From an optimization exercise on the open Yosys and OpenROAD flow, aimed at small area; shortcuts taken in it are not production practice.
In this exercise RTL edits were held to simulation tests only and were not proved equivalent to the original.
Power and IR drop assume default switching activity.

<file path="design/flow/constraint.sdc">
create_clock -name core_clock -period 40.0 [get_ports {clk}]
set_input_delay 8.0000 -clock core_clock [delete_from_list [all_inputs] [get_ports {clk}]]
set_output_delay 8.0000 -clock core_clock [all_outputs]
set_load 0.01 [all_outputs]
</file>
<file path="design/flow/design.v">
`timescale 1ns / 1ps
module baudgen_rx #(
		    parameter BAUD_DIV = 1250
		    )(
		      input wire  rst,
		      input wire  clk,
		      input wire  baud_clk_en,
		      output wire baud_clk
		      );
   localparam N = $clog2(BAUD_DIV);
   localparam M = $clog2(BAUD_DIV >> 1);
   reg [N-1:0] 			  divide_cnt;
   assign baud_clk = (divide_cnt == M) ? baud_clk_en : 0;
   always @(posedge clk) begin
      if (rst) divide_cnt <= 0;
      else begin
	 if (baud_clk_en) divide_cnt <= (divide_cnt == BAUD_DIV - 1) ? 0 : divide_cnt + 1;
	 else divide_cnt <= BAUD_DIV - 1;
      end
   end
endmodule
`timescale 1ns / 1ps
module baudgen_tx #(
		    parameter BAUD_DIV = 1250
		    )(
		      input wire  rst,
		      input wire  clk,
		      input wire  baud_clk_en,
		      output wire baud_clk
		      );
   localparam N = $clog2(BAUD_DIV);
   reg [N-1:0] 			  divide_cnt;
   assign baud_clk = (divide_cnt == 0) ? baud_clk_en : 0;
   always @(posedge clk) begin
      if (rst) divide_cnt <= 0;
      else begin
	 if (baud_clk_en) divide_cnt <= (divide_cnt == BAUD_DIV - 1) ? 0 : divide_cnt + 1;
	 else divide_cnt <= BAUD_DIV - 1;
      end
   end
endmodule
`timescale 1ns / 1ps
module uart_rx(
	input wire clk,
	input wire rst,
	input wire rx,
	output reg rx_done,
	output reg [7:0] rx_data
    );
	wire baud_clk;
	reg baud_clk_en, bit_counter_rst, load, rx_temp;
	reg [1:0] state, next_state;
	reg [3:0] bit_counter;
	reg [9:0] raw_rx_data;
	localparam IDLE = 2'b00;
	localparam RECEIVE = 2'b01;
	localparam LOAD = 2'b10;
	localparam DONE = 2'b11;
	baudgen_rx
	baudgen_rx_inst (
		.rst(rst),
		.clk(clk),
		.baud_clk_en(baud_clk_en),
		.baud_clk(baud_clk));
	always @(posedge clk) begin
		if (rst) begin
			state <= IDLE;
			bit_counter <= 4'd0;
			rx_data <= 8'd0;
			rx_temp <= 1'b1;
			raw_rx_data <= 10'd0;
			end 
		else begin
			rx_temp <= rx;
			state <= next_state;
			if (bit_counter_rst) bit_counter <= 4'd0;
			else if (baud_clk) bit_counter <= bit_counter + 4'd1;
			if (baud_clk) raw_rx_data <= {rx_temp, raw_rx_data[9:1]};
			if (load) rx_data <= raw_rx_data[8:1];
		end
	end
	always @(*) begin
		next_state = state;
		case (state)
			IDLE : begin
				baud_clk_en = 1'b0;
				bit_counter_rst = 1'b1;
				load = 1'b0;
				rx_done = 1'b0;
				if (rx_temp == 1'b0) next_state = RECEIVE;
			end
			RECEIVE : begin
				baud_clk_en = 1'b1;
				bit_counter_rst = 1'b0;
				load = 1'b0;
				rx_done = 1'b0;
				if (bit_counter == 4'd10) next_state = LOAD;
			end
			LOAD : begin
				baud_clk_en = 1'b0;
				bit_counter_rst = 1'b0;
				load = 1'b1;
				rx_done = 1'b0;
				next_state = DONE;
			end
			DONE : begin
				baud_clk_en = 1'b0;
				bit_counter_rst = 1'b0;
				load = 1'b0;
				rx_done = 1'b1;
				next_state = IDLE;
			end
			default : begin
				baud_clk_en = 1'b0;
				bit_counter_rst = 1'b0;
				load = 1'b0;
				rx_done = 1'b0;
			end
		endcase
	end
endmodule
`timescale 1ns / 1ps
module uart_tx(
	       input wire 	clk,
	       input wire 	rst,
	       input wire 	tx_start,
	       input wire [7:0] tx_data,
	       output reg 	tx,
	       output reg 	tx_ready
	       );
   wire 			baud_clk;
   reg [9:0] 			shifter;
   reg [3:0] 			bit_counter;
   reg [7:0] 			tx_data_reg;
   reg 				shifter_rst;
   reg 				baud_clk_en;
   reg [1:0] 			state, next_state;
   localparam IDLE = 2'b00;
   localparam START = 2'b01;
   localparam TRANS = 2'b10;
   baudgen_tx
     baudgen_tx_inst (
		      .rst(rst),
		      .clk(clk),
		      .baud_clk_en(baud_clk_en),
		      .baud_clk(baud_clk));
   always @(posedge clk) begin
      if (rst) tx_data_reg <= 8'd0;
      else begin
	 if (tx_start == 1'b1 && state == IDLE) tx_data_reg <= tx_data;
      end
   end
   always @(posedge clk) begin
      if (rst) begin
	 shifter <= 10'b11_1111_1111;
	 tx <= 1'b1;
	 bit_counter <= 4'd0;
      end
      else begin
	 if (shifter_rst == 1'b1) begin
	    shifter <= {tx_data_reg, 2'b01};
	    bit_counter <= 4'd0;
	 end
	 else if (shifter_rst == 1'b0 && baud_clk == 1'b1) begin
	    shifter <= {1'b1, shifter[9:1]};
	    bit_counter <= bit_counter + 4'd1;
	 end
	 tx <= shifter[0];
      end
   end
   always @(posedge clk) begin
      if (rst) state <= IDLE;
      else state <= next_state;
   end
   always @(*) begin
      next_state = state;
      baud_clk_en = 1'b0;
      case (state) 
	IDLE : begin
	   shifter_rst = 1'b0;
	   tx_ready = 1'b1;
	   if (tx_start == 1'b1) next_state = START;
	end
	START : begin
	   shifter_rst = 1'b1;
	   baud_clk_en = 1'b1;
	   tx_ready = 1'b0;
	   next_state = TRANS;
	end
	TRANS : begin
	   shifter_rst = 1'b0;
	   baud_clk_en = 1'b1;
	   tx_ready = 1'b0;
	   if (bit_counter == 4'd11) next_state = IDLE;
	end
	default : begin
	   shifter_rst = 1'b0;
	   tx_ready = 1'b0;
	end
      endcase
   end
endmodule
`timescale 1ns / 1ps
module bluetooth_parser(
    input  wire        clk,
    input  wire        rst,
    input  wire        rx_bluetooth,
    input  wire        req_husky_done,
    output reg         req_husky_arrow_en,
    output reg  [2:0]  man_motor_state,
    output reg  [3:0]  led
);
    localparam 
        MAN_STOP     = 3'b000,
        MAN_FORWARD  = 3'b001,
        MAN_BACKWARD = 3'b010,
        MAN_LEFT     = 3'b011,
        MAN_RIGHT    = 3'b100,
        AUTO         = 3'b110;
    localparam [22:0] TIMER_MAX = 23'd1_499_999;
    wire        rx_bluetooth_done;
    wire [7:0]  rx_bluetooth_data;
    reg  [7:0]  prev_rx_bluetooth_data;
    reg         periodic_mode;
    reg [22:0]  timer_cnt;
    uart_rx uart_rx_bluetooth_inst (
        .clk      (clk),
        .rst      (rst),
        .rx       (rx_bluetooth),
        .rx_done  (rx_bluetooth_done),
        .rx_data  (rx_bluetooth_data)
    );
    always @(posedge clk) begin
        if (rst) begin
            periodic_mode          <= 1'b0;
            man_motor_state        <= MAN_STOP;
            prev_rx_bluetooth_data <= 8'd0;
        end else begin
             if (rx_bluetooth_done) begin
                case (rx_bluetooth_data)
                    8'h46: man_motor_state <= MAN_FORWARD;
                    8'h52: man_motor_state <= MAN_RIGHT;
                    8'h42: man_motor_state <= MAN_BACKWARD;
                    8'h4C: man_motor_state <= MAN_LEFT;
                    8'h53: man_motor_state <= MAN_STOP;
                    8'h56: man_motor_state <= man_motor_state;
                    8'h41: 
                        if (!periodic_mode) begin
                            periodic_mode <= 1'b1;
                            man_motor_state <= AUTO;
                        end else begin
                            periodic_mode <= 1'b0;
                            man_motor_state <= MAN_STOP;
                        end 
                    default: if (!periodic_mode)
                                 man_motor_state <= MAN_STOP;
                endcase
                prev_rx_bluetooth_data <= rx_bluetooth_data;
            end
        end
    end
    always @(posedge clk) begin
        if (rst)
            timer_cnt <= 23'd0;
        else if (!periodic_mode)
            timer_cnt <= 23'd0;
        else if (timer_cnt == TIMER_MAX)
            timer_cnt <= 23'd0;
        else
            timer_cnt <= timer_cnt + 1;
    end
    always @(posedge clk) begin
        if (rst)
            req_husky_arrow_en <= 1'b0;
        else begin
            req_husky_arrow_en <= 1'b0;
            if (periodic_mode && (timer_cnt == TIMER_MAX))
                req_husky_arrow_en <= 1'b1;
            if (rx_bluetooth_done && rx_bluetooth_data == 8'h56 && prev_rx_bluetooth_data != 8'h56)
                req_husky_arrow_en <= 1'b1;
        end
    end
    always @(posedge clk) begin
        if (rst)
            led <= 4'd0;
        else begin
            if (periodic_mode)
                led <= 4'b0111;
            else 
                led <= 4'b0000;
            if (rx_bluetooth_done) begin
                case (rx_bluetooth_data)
                    8'h46: led <= 4'b1000;
                    8'h52: led <= 4'b0001;
                    8'h42: led <= 4'b0100;
                    8'h4C: led <= 4'b0010;
                    8'h53: led <= 4'b0000;
                    8'h56: led <= 4'b0011;
                    default: led <= 4'b0000;
                endcase
            end
        end
    end
endmodule
`timescale 1ns / 1ps
module bluetooth_request(
			 input wire 	  clk,
			 input wire 	  rst,
			 input wire 	  req_bluetooth_start,
			 input wire [7:0] req_bluetooth_data,
			 output reg 	  req_bluetooth_done,
			 output wire 	  tx_bluetooth
			 );
   localparam PACKET_LEN = 4'd10;
   wire 				  tx_bluetooth_ready;
   reg [3:0] 				  byte_index;
   wire [7:0] 				  tx_bluetooth_data;
   reg 					  tx_bluetooth_start;
   uart_tx
     uart_tx_bluetooth_inst (
			     .clk(clk),
			     .rst(rst),
			     .tx_start(tx_bluetooth_start),
			     .tx_data(tx_bluetooth_data),
			     .tx(tx_bluetooth),
			     .tx_ready(tx_bluetooth_ready));
   assign tx_bluetooth_data = req_bluetooth_data;
   localparam IDLE = 3'b000;
   localparam BUILD = 3'b001;
   localparam LOAD = 3'b010;
   localparam SEND = 3'b011;
   localparam WAIT = 3'b100;
   localparam DONE = 3'b101;
   reg [2:0] 				  state, next_state;
   always @(posedge clk) begin
      if (rst) begin
	 state <= IDLE;
      end
      else begin
	 state <= next_state;
      end
   end
   always @(*) begin
      next_state = state;
      tx_bluetooth_start = 1'b0;
      req_bluetooth_done = 1'b0;
      case (state)
	IDLE : begin
	   if (req_bluetooth_start) next_state = BUILD;
	end
	BUILD : begin
	   next_state = LOAD;
	end
	LOAD : begin
	   tx_bluetooth_start = 1'b1;
	   next_state = SEND;
	end
	SEND : begin
	   next_state = WAIT;
	end
	WAIT : begin
	   if (tx_bluetooth_ready) next_state = DONE;
	end
	DONE : begin
	   req_bluetooth_done = 1'b1;
	   next_state = IDLE;
	end
      endcase
   end
endmodule
`timescale 1ns / 1ps
module buzzer(
	      input wire 	clk,  
	      input wire 	rst,  
	      input wire [15:0] distance,  
	      input wire 	valid,  
	      output reg 	buzzer           
	      );
   reg [31:0] 			tone_cnt;
   localparam [31:0] tone_period = 15000;  
   reg [31:0] 			beep_cnt;
   reg [31:0] 			beep_period;
   reg 				tone_en;
   always @(posedge clk) begin
      if (rst) begin
         beep_period <= 0;
      end else if (valid) begin
         if (distance < 10)
           beep_period <= 100000;    
         else if (distance < 15)
           beep_period <= 300000;    
         else if (distance < 20)
           beep_period <= 600000;    
         else if (distance < 25)
           beep_period <= 1200000;   
         else if (distance < 30)
           beep_period <= 2400000;   
         else
           beep_period <= 32'hFFFFFFFF;  
      end
   end
   always @(posedge clk) begin
      if (rst) begin
         beep_cnt <= 0;
         tone_en <= 0;
      end else if (beep_period == 32'hFFFFFFFF) begin
         tone_en <= 0;                
         beep_cnt <= 0;
      end else begin
         beep_cnt <= beep_cnt + 1;
         if (beep_cnt >= beep_period) begin
            beep_cnt <= 0;
            tone_en <= ~tone_en;     
         end
      end
   end
   always @(posedge clk) begin
      if (rst) begin
         tone_cnt <= 0;
         buzzer <= 0;
      end else if (!tone_en) begin
         tone_cnt <= 0;
         buzzer <= 0;
      end else begin
         tone_cnt <= tone_cnt + 1;
         if (tone_cnt < tone_period / 2)
           buzzer <= 1;
         else if (tone_cnt < tone_period)
           buzzer <= 0;
         else
           tone_cnt <= 0;
      end
   end
endmodule
`timescale 1ns / 1ps
module driving_algorithm(
			 input wire 	   clk,
			 input wire 	   rst,
			 input wire [15:0] origin_x,
			 input wire [15:0] target_x,
			 input wire [15:0] origin_y,
			 input wire [15:0] target_y,
			 output reg [2:0]  auto_motor_state
			 );
   localparam [2:0]
     AUTO_STOP     = 3'b000,
     AUTO_FORWARD  = 3'b001,
     AUTO_BACKWARD = 3'b010,
     AUTO_LEFT     = 3'b011,
     AUTO_RIGHT    = 3'b100;
   localparam [22:0] TURN_CYCLES  = 23'd499_999;
   localparam [22:0] PAUSE_CYCLES = 23'd899_999;
   localparam [22:0] BACK_CYCLES  = 23'd1_999_999;
   wire signed [16:0] 			   dx = $signed(target_x) - $signed(origin_x);
   wire signed [16:0] 			   dy = $signed(target_y) - $signed(origin_y);
   wire 				   forward_enable  = (target_x > 16'd100 && target_x < 16'd200 && target_y <= 16'd130);
   wire 				   backward_enable = (target_x > 16'd100 && target_x < 16'd200 && target_y > 16'd130 && target_y < 16'd200);
   wire 				   left_enable     = (target_x < 16'd101);
   wire 				   right_enable    = (target_x > 16'd199 || suspicious_corner);
   wire 				   suspicious_corner = ((target_y > 16'd200 && target_y < 16'd240) || (dx > -30 && dx < 0 && dy > -30 && dy < 0));
   reg 					   turn_phase;
   reg [22:0] 				   cnt;
   always @(posedge clk) begin
      if (rst) begin
         turn_phase       <= 1'b1;
         cnt              <= 23'd0;
         auto_motor_state <= AUTO_STOP;
      end
      else if (forward_enable) begin
         turn_phase       <= 1'b1;
         cnt              <= 23'd0;
         auto_motor_state <= AUTO_FORWARD;
      end
      else if (backward_enable) begin
         if (cnt < BACK_CYCLES) begin
            cnt              <= cnt + 1;
            auto_motor_state <= AUTO_BACKWARD;
         end else begin
            cnt              <= 23'd0;
            auto_motor_state <= AUTO_STOP;
         end
      end
      else if (left_enable || right_enable) begin
         if (turn_phase) begin
            if (cnt < TURN_CYCLES) begin
               cnt              <= cnt + 1;
               auto_motor_state <= left_enable ? AUTO_LEFT : AUTO_RIGHT;
            end else begin
               turn_phase       <= 1'b0;
               cnt              <= 23'd0;
               auto_motor_state <= AUTO_STOP;
            end
         end else begin
            if (cnt < PAUSE_CYCLES) begin
               cnt              <= cnt + 1;
               auto_motor_state <= AUTO_STOP;
            end else begin
               turn_phase       <= 1'b1;
               cnt              <= 23'd0;
               auto_motor_state <= left_enable ? AUTO_LEFT : AUTO_RIGHT;
            end
         end
      end
      else begin
         turn_phase       <= 1'b1;
         cnt              <= 23'd0;
         auto_motor_state <= AUTO_STOP;
      end
   end
endmodule
`timescale 1ns / 1ps
module husky_cmd_set(
		     input wire       clk,
		     input wire       rst,
		     input wire       btn0,
		     input wire       req_husky_done,
		     input wire       req_husky_arrow_en,
		     output reg       req_husky_start,
		     output reg [7:0] req_husky_cmd,
		     output reg [7:0] req_husky_data_len
		     );
   reg 				      btn0_sync0, btn0_sync1, btn0_prev;
   always @(posedge clk) begin
      if (rst) begin
	 btn0_sync0 <= 1'b0;
	 btn0_sync1 <= 1'b0;
	 btn0_prev <= 1'b0;
      end
      else begin
	 btn0_sync0 <= btn0;
	 btn0_sync1 <= btn0_sync0;
	 btn0_prev <= btn0_sync1;
      end
   end
   wire 				      btn0_rise;
   assign btn0_rise = ~btn0_prev & btn0_sync1;
   localparam CMD_NONE = 8'h00;
   localparam CMD_REQUEST_KNOCK = 8'h2C;
   localparam CMD_REQUEST_ARROW_LEARNED = 8'h25;
   always @(posedge clk) begin
		if (rst) begin
			req_husky_start <= 1'b0;
			req_husky_cmd <= CMD_NONE;
			req_husky_data_len <= 8'h00;
      end
      else begin
            if (btn0_rise) begin
                req_husky_start <= 1'b1;
				req_husky_cmd <= CMD_REQUEST_KNOCK;
				req_husky_data_len <= 8'h00;
            end
			if (req_husky_arrow_en) begin  
				req_husky_start <= 1'b1;
				req_husky_cmd <= CMD_REQUEST_ARROW_LEARNED;
				req_husky_data_len <= 8'h00;
			end
			else if (req_husky_done) begin
				req_husky_start <= 1'b0;
				req_husky_cmd <= CMD_NONE;
				req_husky_data_len <= 8'h00;
			end
      end
	end
endmodule
`timescale 1ns / 1ps
module husky_parser(
		    input wire 	     clk,
		    input wire 	     rst,
		    input wire 	     rx_husky,
		    input wire 	     req_bluetooth_done,
		    output reg 	     req_bluetooth_start,
		    output reg [7:0] req_bluetooth_data,
		    output reg [15:0] origin_x,
            output reg [15:0] target_x,
            output reg [15:0] origin_y,
            output reg [15:0] target_y
		    );
   wire 			     rx_husky_done;
   wire [7:0] 			     rx_husky_data;
   uart_rx
     uart_rx_husky_inst (
			 .clk(clk),
			 .rst(rst),
			 .rx(rx_husky),
			 .rx_done(rx_husky_done),
			 .rx_data(rx_husky_data));
   localparam IDLE = 4'b0000;
   localparam HEADER1 = 4'b0001;
   localparam HEADER2 = 4'b0010;
   localparam ADDR = 4'b0011;
   localparam LEN = 4'b0100;
   localparam CMD = 4'b0101;
   localparam DATA_LOAD = 4'b0111;
   localparam DATA_WAIT = 4'b1000;
   localparam SEND = 4'b1001;
   localparam SEND_WAIT = 4'b1010;
   reg [3:0] 			     state, next_state;
   reg [3:0] 			     byte_count;
   reg [7:0] 			     buffer [0:9];
   reg [3:0] 			     send_index;
   always @(posedge clk) begin
      if (rst) begin
	 state <= IDLE;
	 next_state <= IDLE;
	 origin_x <= 16'd0;
	 origin_y <= 16'd0;
	 target_x <= 16'd0;
	 target_y <= 16'd0;
	 byte_count <= 4'd0;
	 send_index <= 4'd1;
	 req_bluetooth_start <= 1'b0;
	 req_bluetooth_data <= 8'd0;
      end 
      else begin
	 state <= next_state;
	 req_bluetooth_start <= 1'b0;
	 case (state)
	   IDLE : begin
	      if (rx_husky_done && rx_husky_data == 8'h55) next_state <= HEADER1;
	   end
	   HEADER1 : begin
              if (rx_husky_done && rx_husky_data == 8'hAA) next_state <= HEADER2;
	   end
	   HEADER2 : begin
              if (rx_husky_done && rx_husky_data == 8'h11) next_state <= ADDR;
	   end
	   ADDR : begin
              if (rx_husky_done) next_state <= LEN;
	   end
	   LEN : begin
              if (rx_husky_done) next_state <= CMD;
	   end
	   CMD : begin
              if (rx_husky_done && rx_husky_data == 8'h2B) begin
		 next_state <= DATA_LOAD;
		 byte_count <= 4'd0;
              end
	   end
	   DATA_LOAD : begin
	      buffer[byte_count] <= rx_husky_data;
	      next_state <= DATA_WAIT;
	   end
	   DATA_WAIT : begin
	      if (rx_husky_done) begin
		 if (byte_count == 4'd9) begin
		    next_state <= SEND;
		    byte_count <= 4'd0;
		    send_index <= 4'd1;
		 end
		 else begin
		    byte_count <= byte_count + 4'd1;
		    next_state <= DATA_LOAD;
		 end
	      end
	   end
	   SEND : begin
	      req_bluetooth_data <= buffer[send_index];
	      req_bluetooth_start <= 1'b1;
	      next_state <= SEND_WAIT;
	   end
	   SEND_WAIT : begin
	    if (req_bluetooth_done) begin
		 if (send_index == 4'd8) begin
		    origin_x <= {buffer[2], buffer[1]};
		    origin_y <= {buffer[4], buffer[3]};
		    target_x <= {buffer[6], buffer[5]};
		    target_y <= {buffer[8], buffer[7]};
		    send_index <= 4'd1;
		    next_state <= IDLE;
		 end
		 else begin
		    send_index <= send_index + 4'd1;
		    next_state <= SEND;
		 end
	    end
	   end
	 endcase
      end
   end
endmodule
`timescale 1ns / 1ps
module husky_request(
		     input wire       clk,
		     input wire       rst,
		     input wire       req_husky_start,
		     input wire [7:0] req_husky_cmd,
		     input wire [7:0] req_husky_data_len,
		     output reg       req_husky_done,
		     output wire      tx_husky
		     );
   localparam PACKET_LEN = 3'd6;
   wire 			      tx_husky_ready;
   reg [7:0] 			      tx_husky_packet [0:5];
   reg [2:0] 			      byte_index;
   reg [2:0] 			      state, next_state;
   wire [7:0] 			      tx_husky_data;
   reg 				      tx_husky_start;
   uart_tx
     uart_tx_husky_inst (
			 .clk(clk),
			 .rst(rst),
			 .tx_start(tx_husky_start),
			 .tx_data(tx_husky_data),
			 .tx(tx_husky),
			 .tx_ready(tx_husky_ready));
   always @(*) begin
      tx_husky_packet[0] = 8'h55;
      tx_husky_packet[1] = 8'hAA;
      tx_husky_packet[2] = 8'h11;
      tx_husky_packet[3] = req_husky_data_len;
      tx_husky_packet[4] = req_husky_cmd;
      tx_husky_packet[5] = tx_husky_packet[0] + tx_husky_packet[1] + tx_husky_packet[2] + tx_husky_packet[3] + tx_husky_packet[4];
   end
   assign tx_husky_data = tx_husky_packet[byte_index];
   localparam IDLE = 3'b000;
   localparam BUILD = 3'b001;
   localparam LOAD = 3'b010;
   localparam SEND = 3'b011;
   localparam WAIT = 3'b100;
   localparam DONE = 3'b101;
   always @(posedge clk) begin
      if (rst) begin
	 state <= IDLE;
	 byte_index <= 3'd0;
      end
      else begin
	 state <= next_state;
	 if (state == WAIT && tx_husky_ready && byte_index < PACKET_LEN - 3'd1) byte_index <= byte_index + 3'd1;
	 if (state == DONE) byte_index <= 3'd0;
      end
   end
   always @(*) begin
      next_state = state;
      tx_husky_start = 1'b0;
      req_husky_done = 1'b0;
      case (state)
	IDLE : begin
	   if (req_husky_start) next_state = BUILD;
	end
	BUILD : begin
	   next_state = LOAD;
	end
	LOAD : begin
	   tx_husky_start = 1'b1;
	   next_state = SEND;
	end
	SEND : begin
	   next_state = WAIT;
	end
	WAIT : begin
	   if (tx_husky_ready) next_state = (byte_index == PACKET_LEN - 3'd1) ? DONE : LOAD;
	end
	DONE : begin
	   req_husky_done = 1'b1;
	   next_state = IDLE;
	end
      endcase
   end
endmodule
`timescale 1ns / 1ps
module motor_controller(
			input wire 	 clk,
			input wire 	 rst,
			input wire [2:0] man_motor_state,
			input wire [2:0] auto_motor_state,
			input wire 	 obstacle_stop,
			output reg 	 A_1A,
			output reg 	 A_1B,
			output reg 	 B_1A,
			output reg 	 B_1B
			);
   localparam MAN_STOP    = 3'b000;
   localparam MAN_FORWARD = 3'b001;
   localparam MAN_BACKWARD= 3'b010;
   localparam MAN_LEFT    = 3'b011;
   localparam MAN_RIGHT   = 3'b100;
   localparam AUTO        = 3'b110;
   localparam AUTO_STOP    = 3'b000;
   localparam AUTO_FORWARD = 3'b001;
   localparam AUTO_BACKWARD= 3'b010;
   localparam AUTO_LEFT    = 3'b011;
   localparam AUTO_RIGHT   = 3'b100;
   reg [7:0] 				 counter;
   always @(posedge clk) begin
      if (rst)
        counter <= 8'd0;
      else
        counter <= (counter == 8'd255) ? 8'd0 : counter + 8'd1;
   end
   always @(*) begin
      case (man_motor_state)
        MAN_STOP : begin
           A_1A = 1'b0;
           A_1B = 1'b0;
           B_1A = 1'b0;
           B_1B = 1'b0;
        end
        MAN_FORWARD : begin
           A_1A = 1'b1;
           A_1B = 1'b0;
           B_1A = 1'b1;
           B_1B = 1'b0;
        end
        MAN_BACKWARD : begin
           A_1A = 1'b0;
           A_1B = 1'b1;
           B_1A = 1'b0;
           B_1B = 1'b1;
        end
        MAN_LEFT : begin
           A_1A = 1'b0;
           A_1B = 1'b1;
           B_1A = 1'b1;
           B_1B = 1'b0;
        end
        MAN_RIGHT : begin
           A_1A = 1'b1;
           A_1B = 1'b0;
           B_1A = 1'b0;
           B_1B = 1'b1;
        end
        AUTO : begin
	   if (obstacle_stop) begin
	      A_1A = 1'b0;
	      A_1B = 1'b0;
	      B_1A = 1'b0;
	      B_1B = 1'b0;
	   end
	   else begin
              case (auto_motor_state)
		AUTO_STOP : begin
                   A_1A = 1'b0;
                   A_1B = 1'b0;
                   B_1A = 1'b0;
                   B_1B = 1'b0;
		end
		AUTO_FORWARD : begin
                   A_1A = (counter < 8'd185) ? 1'b1 : 1'b0;
                   A_1B = 1'b0;
                   B_1A = (counter < 8'd185) ? 1'b1 : 1'b0;
                   B_1B = 1'b0;
		end
		AUTO_BACKWARD : begin
                   A_1A = 1'b0;
                   A_1B = (counter < 8'd180) ? 1'b1 : 1'b0;
                   B_1A = 1'b0;
                   B_1B = (counter < 8'd180) ? 1'b1 : 1'b0;
		end
		AUTO_LEFT : begin
                   A_1A = 1'b0;
                   A_1B = (counter < 8'd200) ? 1'b1 : 1'b0;
                   B_1A = (counter < 8'd200) ? 1'b1 : 1'b0;
                   B_1B = 1'b0;
		end
		AUTO_RIGHT : begin
                   A_1A = (counter < 8'd200) ? 1'b1 : 1'b0;
                   A_1B = 1'b0;
                   B_1A = 1'b0;
                   B_1B = (counter < 8'd200) ? 1'b1 : 1'b0;
		end
		default : begin
                   A_1A = 1'b0;
                   A_1B = 1'b0;
                   B_1A = 1'b0;
                   B_1B = 1'b0;
		end
              endcase
	   end
        end
        default : begin
           A_1A = 1'b0;
           A_1B = 1'b0;
           B_1A = 1'b0;
           B_1B = 1'b0;
        end
      endcase
   end
endmodule
`timescale 1ns / 1ps
module ultrasonic (
		   input wire 	     clk,  
		   input wire 	     rst,  
		   output reg 	     trig,  
		   input wire 	     echo,  
		   output reg [15:0] distance,  
		   output reg 	     valid,  
		   output reg 	     obstacle_stop  
		   );
   localparam CLK_FREQ = 12000000;
   localparam TRIG_PERIOD = CLK_FREQ / 10;   
   localparam TRIG_PULSE = 1200;             
   localparam STOP_THRESHOLD = 20;  
   reg [31:0] 			     trig_cnt;
   reg 				     echo_d, echo_start;
   reg [31:0] 			     echo_timer;
   always @(posedge clk) begin
      if (rst) begin
         trig_cnt <= 0;
         trig <= 0;
      end else begin
         trig_cnt <= trig_cnt + 1;
         if (trig_cnt < TRIG_PULSE)
           trig <= 1;
         else
           trig <= 0;
         if (trig_cnt >= TRIG_PERIOD)
           trig_cnt <= 0;
      end
   end
   always @(posedge clk) begin
      if (rst) begin
         echo_d <= 0;
         echo_start <= 0;
         echo_timer <= 0;
         distance <= 0;
         valid <= 0;
	 obstacle_stop <= 0;
      end else begin
         echo_d <= echo;
         echo_start <= echo & ~echo_d;   
         if (echo_start)
           echo_timer <= 0;
         else if (echo)
           echo_timer <= echo_timer + 1;
         else if (~echo & echo_d) begin  
            distance <= echo_timer / 696;  
            valid <= 1;
	    if ((echo_timer / 696) < STOP_THRESHOLD)
              obstacle_stop <= 1;
            else
              obstacle_stop <= 0;
         end else
           valid <= 0;
      end
   end
endmodule
`timescale 1ns / 1ps
module xadc_parser (
		    input wire clk,  
		    input wire rst,  
		    input wire [15:0] adc_data,  
		    input wire drdy,  
		    output reg den,  
		    output reg pwm_r,  
		    output reg pwm_g,  
		    output reg pwm_b              
		    );
   reg [15:0] 		       counter;
   always @(posedge clk) begin
      if (rst) begin
         den <= 1'd0;
         counter <= 16'd0;
      end else begin
         if (counter == 16'd0) begin
            den <= 1'd1;
            counter <= counter + 16'd1;
         end else if (counter == 16'd1) begin
            den <= 1'd0;
            counter <= counter + 16'd1;
         end else if (counter == 16'd60000) begin
            counter <= 16'd0;
         end else begin
            counter <= counter + 16'd1;
         end
      end
   end
   reg [7:0] duty;             
   wire [17:0] scaled_wire;
   assign scaled_wire = (adc_data[15:4] - 12'd880) * 12'd271;
   always @(posedge clk) begin
      if (rst)
        duty <= 8'd0;
      else if (drdy) begin
         if (adc_data[15:4] <= 12'd880)
           duty <= 8'd0;
         else if (adc_data[15:4] >= 12'd1360)
           duty <= 8'd255;
         else begin
	    duty <= scaled_wire >> 9;
         end
      end
   end
   reg [7:0] pwm_counter;
   always @(posedge clk) begin
      if (rst)
        pwm_counter <= 8'd0;
      else
        pwm_counter <= pwm_counter + 8'd1;
   end
   always @(posedge clk) begin
      if (rst) begin
         pwm_r <= 1'd0;
         pwm_g <= 1'd0;
         pwm_b <= 1'd0;
      end else begin
         pwm_r <= (pwm_counter < duty) ? 1'd1 : 1'd0;
         pwm_g <= (pwm_counter < duty) ? 1'd1 : 1'd0;
         pwm_b <= (pwm_counter < duty) ? 1'd1 : 1'd0;
      end
   end
endmodule
`timescale 1ns / 1ps
module top(
	   input wire 	     clk,
	   input wire 	     rst,
	   input wire 	     btn0,
	   input wire 	     rx_bluetooth,
	   input wire 	     rx_husky,
	   input wire [15:0] adc_data,
	   input wire 	     adc_drdy,
	   input wire 	     echo,
	   output wire 	     tx_bluetooth,
	   output wire 	     tx_husky,
	   output wire 	     tx_pc,
	   output wire 	     A_1A,
	   output wire 	     A_1B,
	   output wire 	     B_1A,
	   output wire 	     B_1B,
	   output wire [3:0] led,
	   output wire 	     right_pwm_r,
	   output wire 	     right_pwm_g,
	   output wire 	     right_pwm_b,
	   output wire 	     left_pwm_r,
	   output wire 	     left_pwm_g,
	   output wire 	     left_pwm_b,
	   output wire 	     trig,
	   output wire 	     buzzer,
	   output wire 	     adc_den
	   );
   wire 		     pwm_r, pwm_g, pwm_b;
   assign tx_pc = rx_husky;
   assign right_pwm_r = pwm_r;
   assign right_pwm_g = pwm_g;
   assign right_pwm_b = pwm_b;
   assign left_pwm_r = pwm_r;
   assign left_pwm_g = pwm_g;
   assign left_pwm_b = pwm_b;
   wire 		     req_husky_start;
   wire 		     req_husky_done;
   wire 		     req_husky_arrow_en;
   wire [7:0] 		     req_husky_cmd;
   wire [7:0] 		     req_husky_data_len;
   wire 		     req_bluetooth_done;
   wire 		     req_bluetooth_start;
   wire [7:0] 		     req_bluetooth_data;
   wire [2:0] 		     man_motor_state;
   wire [2:0] 		     auto_motor_state;
   wire [15:0] 		     origin_x;
   wire [15:0] 		     target_x;
   wire [15:0] 		     origin_y;
   wire [15:0] 		     target_y;
   wire [15:0] 		     distance;
   wire 		     valid;
   wire 		     obstacle_stop;
   husky_cmd_set 
     husky_cmd_set_inst (
			 .clk(clk),
			 .rst(rst),
			 .btn0(btn0),
			 .req_husky_done(req_husky_done),
			 .req_husky_arrow_en(req_husky_arrow_en),
			 .req_husky_start(req_husky_start),
			 .req_husky_cmd(req_husky_cmd),
			 .req_husky_data_len(req_husky_data_len));
   husky_request
     husky_request_inst (
			 .clk(clk),
			 .rst(rst),
			 .req_husky_start(req_husky_start),
			 .req_husky_cmd(req_husky_cmd),
			 .req_husky_data_len(req_husky_data_len),
			 .req_husky_done(req_husky_done),
			 .tx_husky(tx_husky));
   husky_parser
     husky_parser_inst (
			.clk(clk),
			.rst(rst),
			.rx_husky(rx_husky),
			.req_bluetooth_done(req_bluetooth_done),
			.req_bluetooth_start(req_bluetooth_start),
			.req_bluetooth_data(req_bluetooth_data),
			.origin_x(origin_x),
			.target_x(target_x),
			.origin_y(origin_y),
			.target_y(target_y));
   driving_algorithm
     driving_algo_inst (
			.clk(clk),
			.rst(rst),
			.origin_x(origin_x),
			.target_x(target_x),
			.origin_y(origin_y),
			.target_y(target_y),
			.auto_motor_state(auto_motor_state));
   bluetooth_request
     bluetooth_request_inst (
			     .clk(clk),
			     .rst(rst),
			     .req_bluetooth_start(req_bluetooth_start),
			     .req_bluetooth_data(req_bluetooth_data),
			     .req_bluetooth_done(req_bluetooth_done),
			     .tx_bluetooth(tx_bluetooth));
   bluetooth_parser
     bluetooth_parser_inst (
			    .clk(clk),
			    .rst(rst),
			    .rx_bluetooth(rx_bluetooth),
			    .req_husky_done(req_husky_done),
			    .req_husky_arrow_en(req_husky_arrow_en),
			    .man_motor_state(man_motor_state),
			    .led(led));
   motor_controller
     motor_controller_inst (
			    .clk(clk),
			    .rst(rst),
			    .man_motor_state(man_motor_state),
			    .auto_motor_state(auto_motor_state),
				 .obstacle_stop(obstacle_stop),
			    .A_1A(A_1A),
			    .A_1B(A_1B),
			    .B_1A(B_1A),
			    .B_1B(B_1B));
   buzzer
     buzzer_inst (
		  .clk(clk),
		  .rst(rst),
		  .distance(distance),
		  .valid(valid),
		  .buzzer(buzzer));
   ultrasonic
     ultrasonic_inst (
		      .clk(clk),
		      .rst(rst),
		      .trig(trig),
		      .echo(echo),
		      .distance(distance),
		      .valid(valid),
		      .obstacle_stop(obstacle_stop));
   xadc_parser
     xadc_parser (
		  .clk(clk),
		  .rst(rst),
		  .adc_data(adc_data),
		  .drdy(adc_drdy),
		  .den(adc_den),
		  .pwm_r(pwm_r),
		  .pwm_g(pwm_g),
		  .pwm_b(pwm_b));
endmodule
</file>
<file path="design/flow/run.sh">
#!/bin/bash
# synth_recipe.tcl (not shown) runs the flow's synth.tcl, then flattens the netlist and writes it again
# the make line also repeats each setting of config.mk as NAME=value (left out here)
make -C /OpenROAD-flow-scripts/flow DESIGN_CONFIG=/design/flow/config.mk WORK_HOME=/design/flow/orfs CLKGATE_MAP_FILE= SYNTH_SCRIPT=/design/flow/synth_recipe.tcl finish
</file>
<file path="design/flow/config.mk">
export PLATFORM = sky130hd
export DESIGN_NAME = top
export DESIGN_NICKNAME = top
export VERILOG_FILES = /design/flow/design.v
export SDC_FILE = /design/flow/constraint.sdc
export NUM_CORES = 4
export LEC_CHECK = 0
export CAP_MARGIN = 20
export CORE_MARGIN = 2
export CORE_UTILIZATION = 40
export SLEW_MARGIN = 20
</file>
==> run notes <==
==> worst reg2reg max path, delay by kind of cell, from the launching register on <==
| family | cells | cell delay (ns) |
|---|---|---|
| AOI/OAI and AO/OA | 39 | 11.20 |
| and+or+nand+nor | 18 | 5.74 |
| muxes | 4 | 1.62 |
| xor gates and xnor gates | 2 | 1.37 |
| DFF | 1 | 0.95 |
| buffers and inverters | 1 | 0.09 |
==> kinds of logic after synthesis <==
family / count (synthesis)
buf+inv: 409
fa+ha+maj: 215
compound gates: 883
simple gates: 1661
other cells: 2
flops: 648
mux: 159
xor+xnor: 290
==> how the worst max path moves through the flow <==
stage                                                      from                                  endpoint  slack [ns]
floorplan                                              rx_husky                                     tx_pc       23.88
global placement    ultrasonic_inst.echo_timer[31]$_SDFFE_PP0P_  ultrasonic_inst.distance[0]$_SDFFE_PP0P_       19.22
detailed placement  ultrasonic_inst.echo_timer[31]$_SDFFE_PP0P_  ultrasonic_inst.distance[0]$_SDFFE_PP0P_       19.18
CTS                 ultrasonic_inst.echo_timer[31]$_SDFFE_PP0P_  ultrasonic_inst.distance[0]$_SDFFE_PP0P_       19.15
global route        ultrasonic_inst.echo_timer[31]$_SDFFE_PP0P_  ultrasonic_inst.distance[0]$_SDFFE_PP0P_       16.90
finish              ultrasonic_inst.echo_timer[31]$_SDFFE_PP0P_  ultrasonic_inst.distance[0]$_SDFFE_PP0P_       18.91
==> power breakdown <==
part	internal (µW)	total (µW)	switching, µW
registers	690	713	23.0
logic	110	240	130
clock network	432	711	279
total	1230	1660	431
==> Yosys cell counts (34+ instances only) <==
cell type / count / share of area [%]
a211oi_1: 39 / 0.78
a21oi_1: 283 / 3.8
and2_1: 34 / 0.57
and3_1: 57 / 0.95
clkbuf_1: 137 / 1.4
dfxtp_1: 520 / 28
edfxtp_1: 128 / 10
ha_1: 175 / 5.8
inv_1: 217 / 2.2
mux2i_1: 90 / 2.4
mux4_2: 40 / 2.4
nand2_1: 421 / 4.2
nand2b_1: 50 / 0.83
nand3_1: 162 / 2.2
nand4_1: 56 / 0.93
nor2_1: 514 / 5.1
nor2b_1: 53 / 0.88
nor3_1: 125 / 1.7
nor4_1: 45 / 0.75
o21ai_0: 123 / 1.6
xnor2_1: 149 / 3.5
xor2_1: 135 / 3.1
==> metrics by stage <==
| stage | utilization [%] | power [µW] | hold WS (ns) | worst slack [ns] |
|---|---|---|---|---|
| detailed placement | 41.8 | 970 | 0.429 | 19.18 |
| finish | 44.6 | 1660 | 0.431 | 18.91 |
| global route | 44.6 | 1750 | 0.436 | 16.90 |
| floorplan | - | 918 | 0.400 | 23.88 |
| CTS | 44.6 | 1690 | 0.428 | 19.15 |
| global placement | 41.8 | 966 | 0.412 | 19.22 |
==> metal layers <==
layer / vias up / global-route usage, % / wire length, µm
met1: 13800 / 23.3 / 40500
met2: 405 / 26.0 / 36600
met4: 0 / 4.26 / 1430
met5: - / 0 / 0
met3: 92 / 2.47 / 2870
li1: 15100 / - / -
==> final cells by class <==
cell class | instances | area (µm²)
fill | 9101 | 51700
timing repair buffer | 49 | 480
multi-input combinational | 3240 | 21900
inverter | 223 | 837
sequential | 648 | 14300
tap | 1254 | 1570
clock inverter | 37 | 526
clock buffer | 98 | 2070
==> impl_metrics.csv <==
group,metric,value,unit
critical_path,cp_num_cells,64,
sta,rsz0062_at_grt,"no",
global_routing,antenna_found_initial,0,
placement,dp_cells,5414,
cells_and_area,stdcell_count,5549,
logic_synthesis,synth_top_family_by_area,"simple AND/OR/NAND/NOR gates",
logic_synthesis,dominantRegCellSynth,"dfxtp_1",
route,ant_nets,0,
logic_synthesis,synth_seq_cells,648,
clock_network,cts_tree,"built",
logic_synthesis,synth_area_per_cell,8.82,µm²
sta,setup_tns,0,ns
hold_path,whs_endpoint,"ultrasonic_inst.echo_start$_SDFF_PP0_",
logic_synthesis,ys_types,139,
logic_synthesis,synth_simple_gate_area_share,21.1,%
route,drc,0,
die,die_w,311,µm
clock_network,insertion_delay,0.64,ns
placement,place_congestion,0.824,
critical_path,r2r_end,"ultrasonic_inst.distance[0]$_SDFFE_PP0P_",
route,vias,29400,
logic_synthesis,ys_seq_area_share,37.9,%
placement,dp.final_hpwl,56800,µm
clock_network,cts_setup_buffers,0,
logic_synthesis,syn_inst,4267,
global_routing,overflow,0,
die,die_h,311,µm
logic_synthesis,synth_edf_count,128,
cells_and_area,syn_to_final_growth,10.6,%
logic_synthesis,async_reset_ff_share,0,%
sta,fmax,47.4,MHz
clock_network,htreeDepth,3,
hold_path,hp-start,"ultrasonic_inst.echo_d$_SDFF_PP0_",
clock_network,clkTransAtPathRegs,0.06,ns
cells_and_area,largest_reg_flops,128,
critical_path,cpMaxStageDelayCell,"dfxtp_1",
hold_path,min_path_cells,1,
hold_path,holdCritPathClass,"flip-flop to flip-flop",
critical_path,r2r_setup_slack,18.91,ns
die,io_pins,43,
logic_synthesis,synthMuxAreaShare,5.70,%
logic_synthesis,synthAdderAreaFrac,7.66,%
cells_and_area,drive_gt1_share,7.80,%
sta,setup_viol,0,
job,max_cap_viol_count,0,
power_and_ir_drop,powerDensity,40.0,nW/µm²
logic_synthesis,netlist_area,37600,µm²
die,rows,112,
global_routing,grt_max_degree,171,
die,start_util,40.3,%
cells_and_area,fin_area,41600,µm²
sta,finalCriticalPeriod,21.09,ns
sta,worst_pin_slew,0.967,ns
logic_synthesis,synth-compound-area-share,16.4,%
critical_path,cp.required,40.48,ns
die,die_area,96600,µm²
route,drt-pass1-iter-count,4,
critical_path,critPathLaunchType,"flip-flop",
critical_path,cp-end-kind,"flip-flop",
critical_path,slowest_delay,0.95,ns
clock_network,cts_buffers,75,
sta,max_slew_margin,35.1,%
sta,period_share,52.7,%
logic_synthesis,yosys_warnings,15,
critical_path,reg2regPathDepth,64,
route,drt_iter0_markers,1831,
critical_path,critPathTopFamily,"compound AO/OA/AOI/OAI gates",
global_routing,grt_pass1_vias,26900,
global_routing,grt_first_pass_wirelength,136000,µm
global_routing,track_usage,16.4,%
sta,drv_slew,0,
route,wl,81400,µm
critical_path,crit_buf_inv,1,
cells_and_area,final_common_cell,"dfxtp_1",
cells_and_area,final_cell_mix,"519 x dfxtp_1, 514 x nor2_1, 421 x nand2_1",
sta,hold_violations,0,
clock_network,root_buffer,"clkbuf_16",
status,status,"complete, no violations",
power_and_ir_drop,peakVddDrop,0.0347,mV
sta,fin_worst_skew,0.0221,ns
route,via_per_inst,5.30,
route,wire_per_inst,14.7,µm
cells_and_area,nNetsFinal,4464,
die,core_area,93300,µm²
critical_path,cp.arrival,21.57,ns
clock_network,clockBufferDepth,3,
cells_and_area,regMostFlops,"husky_parser_inst.buffer",
clock_network,cts_hold_buf,0,
critical_path,crit-reg2reg-launch,"ultrasonic_inst.echo_timer[31]$_SDFFE_PP0P_",
placement,io_buffers,38,
clock_network,cts_sinks,648,
critical_path,critical_path.max_fanout,31,
critical_path,crit_type,"flip-flop to flip-flop",
placement,dpl_cell_area,39000,µm²
clock_network,cts_resized,0,
cells_and_area,num_antenna_cells,0,
logic_synthesis,synth-xor-area-share,6.90,%
power_and_ir_drop,p_leak,0.0146,µW

## separate check: timing with driven ports
The flow's constraints put no driver on any port. The routed layout listed below was extracted and timed again, unchanged, in two steps.
Step 1 sets driving cells, clkbuf_16 on the clock port and buf_2 on the other inputs (assumed; they add their load-dependent delay and slew).
Step 2 moves the port delays by t, midway between the first and last clock arrival at a register: inputs arrive t later, outputs are due t later. That takes back most of the time a late clock gives input paths.
Three values: no drivers, after step 1, after step 2; two values: the first two.
t, ns: 0.686
slack for setup (ns): 18.913 / 18.913 / 18.913
hold WS [ns]: 0.431 / 0.431 / 0.431
After both steps this run still meets setup and hold. For this run, drivers alone change the setup slack by 0.000 ns; drivers and shift together by 0.000 ns.
